From an optimization exercise on the open Yosys and OpenROAD flow, aimed at small area; shortcuts taken in it are not production practice. In this exercise RTL edits were held to simulation tests only and were not proved equivalent to the original.

== south ==
==> flow/design.v (excerpt) <==
module uart_top (
    input  wire iClk,
    input  wire iRst,
    input  wire iRx,
    output wire oTx
  );
  localparam S_BOT  = 6'b000000;    
  localparam S_TOP  = 6'b100000;    
  localparam C_0    = 4'd0;         
  localparam C_1    = 4'd1;
  localparam C_15   = 4'd8;         
  localparam P_CMD  = 3'd0;
  localparam P_A    = 3'd1;
  localparam P_B    = 3'd2;
  localparam P_WAIT = 3'd3;
  localparam P_TXF  = 3'd4;    
  localparam P_TX   = 3'd5;
  localparam P_TX0  = 3'd7;    
  localparam P_TXL  = 3'd6;    
  reg  [511:0] rRing;
  reg  [5:0]   rS;        
  reg  [5:0]   rDist;     
  reg  [2:0]   rPh;
  reg          rBusy;     
  reg  [3:0]   rC;        
  reg  [3:0]   rB;        
  reg  [7:0]   rD;
  reg          rReady;    
  reg          rSub;
  reg          rCout;
  reg          rPend;     
  reg          rTx;
  wire [7:0] wHead  = rRing[7:0];
  wire       wHit   = (rDist == 6'd0);
  wire       wTop   = (rS == S_TOP);
  wire       wBot   = (rS == S_BOT);
  wire [5:0] wSNext = {rS[4:0], rS[5] ^ rS[4] ^ ~|rS[4:0]};    
  wire [3:0] wCNext = {rC[2:0], rC[3] ^ rC[2] ^ ~|rC[2:0]};
  wire       wBitEnd = (rC == C_15);
  wire       wBitBeg = (rC == C_0);
  wire       wPhA   = (rPh == P_A);
  wire       wRxPh  = ~rPh[2] & ~(rPh[1] & rPh[0]);
  wire       wTxPh  = rPh[2];
  wire       wWr    = rReady & wHit & (wPhA | (rPh == P_B));
  wire       wWrA   = wWr & wPhA;
  wire [7:0] wOpR   = wWrA ? 8'd0 : wHead;
  wire [7:0] wOpX   = wWr ? rD : 8'd0;
  wire [8:0] wCy;
  wire [8:0] wSum;
  assign wCy[0] = rPend;
  genvar gi;
  generate
    for (gi = 0; gi < 8; gi = gi + 1) begin : g_add
      assign wSum[gi]  = wOpR[gi] ^ wOpX[gi] ^ wCy[gi];
      assign wCy[gi+1] = (wOpR[gi] & wOpX[gi]) | (wOpR[gi] & wCy[gi]) | (wOpX[gi] & wCy[gi]);
    end
  endgenerate
  assign wSum[8] = wCy[8];
  wire       wStart  = wRxPh & ~rBusy & ~iRx;
  wire       wSample = rBusy & (((rB == 4'd0) & wBitEnd) |
  ...
export LEC_CHECK = 0
export CAP_MARGIN = 20
export CORE_MARGIN = 2
export CORE_UTILIZATION = 65
export PLACE_DENSITY = 0.8
export SLEW_MARGIN = 20
create_clock -name core_clock -period 8.0 [get_ports {iClk}]
standard.sh (not shown) runs the stock make flow with config.mk's settings and CLKGATE_MAP_FILE= SYNTH_SCRIPT=/design/flow/synth_recipe.tcl, a recipe that flattens the netlist after the stock synthesis.
==> flow/flow/run.sh <==
#!/bin/bash
# Layout flow: the standard flow (standard.sh) with two changes.
#  1. After the standard synthesis, the combinational logic is mapped again
#     for area (flow/remap.tcl with flow/area.abc). Flip-flop and full-adder
#     instances keep their names and cell types.
#  2. Clock tree synthesis builds the tree from clkbuf_4 cells in clusters of
#     at most 12 sinks and adds no dummy loads.
# Each tool's output goes to a log file in the work folder.
set -euo pipefail
WORK=$(pwd)
RES=$WORK/orfs/results/$FLOW_PLATFORM/uart_top/base

bash standard.sh synth > standard_synth.log 2>&1

cp $RES/1_2_yosys.v $WORK/1_2_yosys_standard.v
export REMAP_IN=$WORK/1_2_yosys_standard.v
export REMAP_OUT=$WORK/1_2_yosys_remap.v
export REMAP_ABC=$WORK/flow/area.abc
export LIB_FILE=$FLOW_HOME/platforms/$FLOW_PLATFORM/lib/sky130_fd_sc_hd__tt_025C_1v80.lib
export DONT_USE_CELLS="$(sed -n '/^export DONT_USE_CELLS/,/^$/p' $FLOW_HOME/platforms/$FLOW_PLATFORM/config.mk | grep -o 'sky130_fd_sc_hd__[a-z0-9_]*' | tr '\n' ' ')"
yosys -c $WORK/flow/remap.tcl > remap.log 2>&1
cp $REMAP_OUT $RES/1_2_yosys.v
touch $RES/1_2_yosys.v

export BUFFER_PORTS_ARGS="-buffer_cell sky130_fd_sc_hd__buf_2"
export CTS_ARGS="-sink_clustering_enable -repair_clock_nets -dont_use_dummy_load -buf_list sky130_fd_sc_hd__clkbuf_4 -sink_clustering_size 12 -sink_clustering_max_diameter 40"
bash standard.sh > standard.log 2>&1
==> flow/flow/area.abc <==
strash
dc2
dch -f
amap
topo
==> flow/flow/remap.tcl <==
# Re-map the combinational logic of a synthesized netlist for area; flip-flop
# instances (names and cell types) are kept as they are.
# env: REMAP_IN REMAP_OUT LIB_FILE REMAP_ABC DONT_USE_CELLS
set lib $::env(LIB_FILE)
set du {}
foreach c $::env(DONT_USE_CELLS) { lappend du -dont_use $c }
yosys read_verilog -defer $::env(REMAP_IN)
yosys read_liberty -ignore_miss_func -overwrite $lib
yosys hierarchy -top uart_top
# keep every sequential cell, and the full-adder cells, as opaque instances
yosys blackbox {*}[lsort -unique [regexp -all -inline {sky130_fd_sc_hd__(?:\w*df\w*|fa_\d)} [exec cat $::env(REMAP_IN)]]]
yosys flatten
yosys opt -purge
yosys abc -script $::env(REMAP_ABC) -liberty $lib {*}$du
yosys opt_clean -purge
yosys hilomap -singleton -hicell sky130_fd_sc_hd__conb_1 HI -locell sky130_fd_sc_hd__conb_1 LO
yosys splitnets
yosys opt_clean -purge
yosys insbuf -buf sky130_fd_sc_hd__buf_4 A X
yosys tee -o $::env(REMAP_OUT).stat stat -liberty $lib
yosys write_verilog -noattr -nohex -nodec $::env(REMAP_OUT)
south reached the end of the flow, and the finished layout is clean on the timing, design-rule and antenna checks.
Inputs modified between south and north:
diff --git a/flow/flow/run.sh b/flow/flow/run.sh
--- a/flow/flow/run.sh
+++ b/flow/flow/run.sh
@@ -24,3 +24,3 @@
 
-export BUFFER_PORTS_ARGS="-buffer_cell sky130_fd_sc_hd__buf_2"
+export BUFFER_PORTS_ARGS="-buffer_cell sky130_fd_sc_hd__buf_1"
 export CTS_ARGS="-sink_clustering_enable -repair_clock_nets -dont_use_dummy_load -buf_list sky130_fd_sc_hd__clkbuf_4 -sink_clustering_size 12 -sink_clustering_max_diameter 40"
Findings:
- Going from south to north, post-detailed-routing wire length +about 1.8%, die area ~0 delta, endpoint required time on the critical path -70 ps, detail-routed net length per standard cell +1.9%.

==> afterwards: timing with drivers on the ports <==
How much do the figures lean on ideal ports? The routed layouts below were timed once more, with nothing changed but the port constraints.
Step 1: set_driving_cell puts a clkbuf_16 on iClk and a buf_2 on each other input, an assumption about the parent block.
Step 2 times the ports against the registers' clock, not the clock port: input delays grow and output delays shrink by t, the midpoint of the rising clock arrivals with the driver on.
a / b / c = no drivers / after step 1 / after step 2; a / b = the first two.
run | t, ns | setup WS [ns] | latest minus earliest clock arrival (ns) | cell pins on the clock port's net
south | 0.682 | 2.838 / 2.838 / 2.838 | 0.065 / 0.065 | 1
north | 0.668 | 2.621 / 2.621 / 2.621 | 0.085 / 0.085 | 1
After both steps setup and hold are still met in every run listed.
